This is an optimization exercise on Yosys and OpenROAD, whose aim is small area and a short achievable clock period, not a production implementation. RTL that was checked went through simulation tests only; none was proved equivalent to the original. Power is estimated from default activity; no workload was simulated.

Design cpu, start of the top module:
module cpu( 
    input clk,                           
    input RST,                           
    output [23:0] AB,                    
    output sync,                         
    input [7:0] DI,                      
    output reg [7:0] DO,                 
    output WE,                           
    input IRQ,                           
    input NMI,                           
    input RDY,                           
    input debug );                       
 parameter
    SYNC  = 6'd0,
    IMM0  = 6'd1,
    PHA0  = 6'd2,
    PLA0  = 6'd3,
    ZPG0  = 6'd4,
    DATA  = 6'd5,
    ABS0  = 6'd6,
    ABS1  = 6'd7,
    BRA0  = 6'd8,
    JSR0  = 6'd9,
    JSR1  = 6'd10,
    JSR2  = 6'd11,
    RTS0  = 6'd12,
    RTS1  = 6'd13,
    RTS2  = 6'd14,
    JMP0  = 6'd15,
    JMP1  = 6'd16,
    IDX0  = 6'd17,
    IDX1  = 6'd18,
    IDX2  = 6'd19,
    BRK0  = 6'd20,
    BRK1  = 6'd21,
    BRK2  = 6'd22,
    BRK3  = 6'd23,
    RTI0  = 6'd24,
    IND0  = 6'd25,
    IND1  = 6'd26,
    ZPW0  = 6'd27,
    ABW0  = 6'd28,
    ABW1  = 6'd29,
    RMW0  = 6'd30,
    RMW1  = 6'd31,
    BRK4  = 6'd32,
    JMPW  = 6'd33,
    INDW  = 6'd34,
    ABSW  = 6'd35,
    ABWW  = 6'd36,
    JSRW  = 6'd37,
    JSRH  = 6'd38,
    JSRL  = 6'd39,
    JSR3  = 6'd40,
    JSR4  = 6'd41,
    RTSW  = 6'd42,
    IMMR  = 6'd43,
    ABSR  = 6'd44,
    ZPGR  = 6'd45,
  ...
==> flow/config.mk <==
export PLATFORM = sky130hd
export DESIGN_NAME = cpu
export DESIGN_NICKNAME = cpu
export VERILOG_FILES = /design/flow/design.v
export SDC_FILE = /design/flow/constraint.sdc
export NUM_CORES = 4
export LEC_CHECK = 0
export ABC_AREA = 1
export CAP_MARGIN = 20
export CORE_MARGIN = 2
export CORE_UTILIZATION = 40
export CTS_BUF_LIST = sky130_fd_sc_hd__clkbuf_8
export PLACE_DENSITY = 0.6
export SETUP_SLACK_MARGIN = 4
export SLEW_MARGIN = 20
==> flow/constraint.sdc <==
create_clock -name core_clock -period 11.0 [get_ports {clk}]
set_input_delay 2.2000 -clock core_clock [delete_from_list [all_inputs] [get_ports {clk}]]
set_output_delay 2.2000 -clock core_clock [all_outputs]
set_load 0.01 [all_outputs]
run.sh (not shown) runs the stock make flow with config.mk's settings and CLKGATE_MAP_FILE= SYNTH_SCRIPT=/design/flow/synth_recipe.tcl, a recipe that flattens the netlist after the stock synthesis.
==> next run, changes <==
--- a/flow/design.v
+++ b/flow/design.v
@@ -574,13 +574,13 @@
     input [7:0] b;
     input c;
     reg [8:0] G, P, Gn, Pn;
     integer i, l;
     begin
         G = { a & b, c };
-        P = { a ^ b, 1'b0 };
+        P = { a | b, 1'b0 };             
         for( l = 1; l < 9; l = l * 2 ) begin
             Gn = G;
             Pn = P;
             for( i = l; i < 9; i = i + 1 ) begin
                 Gn[i] = G[i] | (P[i] & G[i - l]);
                 Pn[i] = P[i] & P[i - l];
@@ -656,21 +656,25 @@
 wire rti = (OP == 8'h40);
 wire clv = (OP == 8'hB8);
 wire php = (OP == 8'h08) || (OP == 8'h00);
 wire plp = (OP == 8'h28);
 wire txs = (OP == 8'h9A);
 wire variation = (OP == 8'h0F);
-reg bc_N, bc_V, bc_C, bc_Z, bc_inv;
-always @(posedge clk) begin
-    bc_N   <= (OP_next[7:6] == 2'b00);
-    bc_V   <= (OP_next[7:6] == 2'b01);
-    bc_C   <= (OP_next[7:5] == 3'b101) | (OP_next[7:4] == 4'b1001);
-    bc_Z   <= (OP_next[7:6] == 2'b11);
-    bc_inv <= ~OP_next[5];
-end
-wire cond = bc_inv ^ ((bc_N & N) | (bc_V & V) | (bc_C & C) | (bc_Z & Z));
+reg cond;
+always @*
+    casez( OP[7:4] )
+        4'b000?: cond = ~N;
+        4'b001?: cond =  N;
+        4'b010?: cond = ~V;
+        4'b011?: cond =  V;
+        4'b1000: cond =  1;
+        4'b1001: cond = ~C;
+        4'b101?: cond =  C;
+        4'b110?: cond = ~Z;
+        4'b111?: cond =  Z;
+    endcase
 wire [20:0] bus_op = busop( state, rti, cond, DI[7] );
 wire [10:0] ab_op = bus_op[10:0];
 wire [1:0] we_op = bus_op[12:11];
 wire dr_di = bus_op[13];
 wire [2:0] do_op = bus_op[16:14];
 wire pull = bus_op[19];
@@ -888,17 +892,16 @@
                  | ({24{bs_H}} & ab_hold);
 wire [1:0] x_op = ab_bra ? { cond, 1'b0 } : ab_x;
 wire [1:0] h_op = ab_bra ? { cond, cond & DI[7] } : ab_h;
 wire [7:0] abl_a = (x_op == 2'b11) ? XY[7:0] : base[7:0];
 wire [7:0] abl_b = ((x_op == 2'b01) ? XY[7:0] : 8'h00) | (x_op[1] ? DI : 8'h00);
 wire [8:0] abl_sum = padd8( abl_a, abl_b, ab_ci );
-wire abl_co = abl_sum[8] ^ (x_op[0] & XY[8]);
 wire [15:0] abh_base = base[23:8];
 wire abh_down = (h_op == 2'b11);
 wire [23:0] abh_run = allones( { 8'h00, abh_base ^ {16{abh_down}} } );
-wire abh_flip = h_op[0] ^ (h_op[1] & abl_co);
+wire abh_flip = (h_op[0] ^ (h_op[1] & x_op[0] & XY[8])) ^ (h_op[1] & abl_sum[8]);    
 wire [15:0] abh = abh_base ^ ({16{abh_flip}} & abh_run[15:0]);
 assign AB = { abh, abl_sum[7:0] };
 always @(posedge clk)
     if( ab_op[8] )
         ab_hold <= AB;
 always @(posedge clk)
The changed run completed without violations.
Sequential share of layout area climbs by 0.41 points.
Core utilization drops by 1.2 points.
Routed wire length drops by 3.1%.
Setup slack loses 0.10 ns.
Global-route usage drops by 0.78 points.
Die area drops by 0.81%.
Worst hold slack loses 0.031 ns.
No run of this note included a check of the RTL's function; only the layout flow was run.

========
cpu, a different RTL version from the one above (not shown whole).
Size in the first run: roughly 3,200 cells after synthesis, ~48 I/O pins.
Design cpu, start of the top module:
module cpu( 
    input clk,                           
    input RST,                           
    output [23:0] AB,                    
    output sync,                         
    input [7:0] DI,                      
    output reg [7:0] DO,                 
    output WE,                           
    input IRQ,                           
    input NMI,                           
    input RDY,                           
    input debug );
make LEC_CHECK=0 ABC_AREA=1 CAP_MARGIN=20 CORE_MARGIN=2 CORE_UTILIZATION=40 CTS_BUF_LIST=sky130_fd_sc_hd__clkbuf_8 PLACE_DENSITY=0.6 SETUP_SLACK_MARGIN=4 SLEW_MARGIN=20 finish   # period 11.0 ns
Edit:
--- a/flow/design.v
+++ b/flow/design.v
@@ -933,16 +933,14 @@
 always @*
     case( RWDTH )
         R_16: rmw_in = { DR[0], D3 };
         R_24: rmw_in = { D3[0], D4 };
         default: rmw_in = { 1'b0, DR };
     endcase
-wire [23:0] rmw_ones = allones( { 16'h0000, rmw_in[7:0] } );
-wire [23:0] rmw_zeros = allones( { 16'h0000, ~rmw_in[7:0] } );
-wire [7:0] rmw_inc = rmw_in[7:0] ^ rmw_ones[7:0];
-wire [7:0] rmw_dec = rmw_in[7:0] ^ rmw_zeros[7:0];
+wire [7:0] rmw_inc = rmw_in[7:0] + 8'h01;
+wire [7:0] rmw_dec = rmw_in[7:0] - 8'h01;
 reg [7:0] rmw_lo;                        
 reg [7:0] rmw_hi;                        
 always @*
     case( OP[7:5] )
         3'b000:  begin rmw_lo = { rmw_in[6:0], 1'b0 }; rmw_hi = 8'h00; end      
         3'b001:  begin rmw_lo = { rmw_in[6:0], C };    rmw_hi = 8'h00; end      
=> The new run finished clean; final area grows slightly; fmax grows slightly; non-clock buffer count grows by 14; worst setup slack improved by 0.047 ns; sequential share of layout area shrinks by 0.14 points; power grows slightly; clock skew shrinks by 0.030 ns; synthesized area is about the same; wire length shrinks slightly; worst hold slack got worse by 0.034 ns.
For the first run of this note, only the layout was checked, not whether the RTL still works.

==> what the ideal ports hide <==
In the flow no input, the clock included, has a driving cell. The finished layouts below were timed again as built, in two steps.
Step 1: set_driving_cell puts a clkbuf_16 on clk and a buf_2 on each other input, an assumption about the parent block.
Step 2 times the ports against the registers' clock, not the clock port: input delays grow and output delays shrink by t, the midpoint of the rising clock arrivals with the driver on.
Three values: ideal, step 1, step 2; two values: the first two.
run	t (ns)	setup slack, ns	hold slack, ns	worst setup path after step 2	worst register clock-pin slew, ns
the first run of note 1	0.668	4.070 / 4.048 / 4.048	0.482 / 0.482 / 0.482	input to output	0.07 / 0.07
the second run of note 1	0.667	3.969 / 3.927 / 3.927	0.451 / 0.451 / 0.451	input to output	0.06 / 0.06
the first run of note 2	0.688	4.082 / 4.059 / 4.059	0.496 / 0.496 / 0.496	input to output	0.07 / 0.07
the second run of note 2	0.677	4.128 / 4.106 / 4.106	0.463 / 0.463 / 0.463	input to output	0.08 / 0.08
After both steps setup and hold are still met in every run listed. The setup slack of the second run of note 1, which loses most, moves by -0.042 ns with the drivers and by -0.042 ns with both steps.
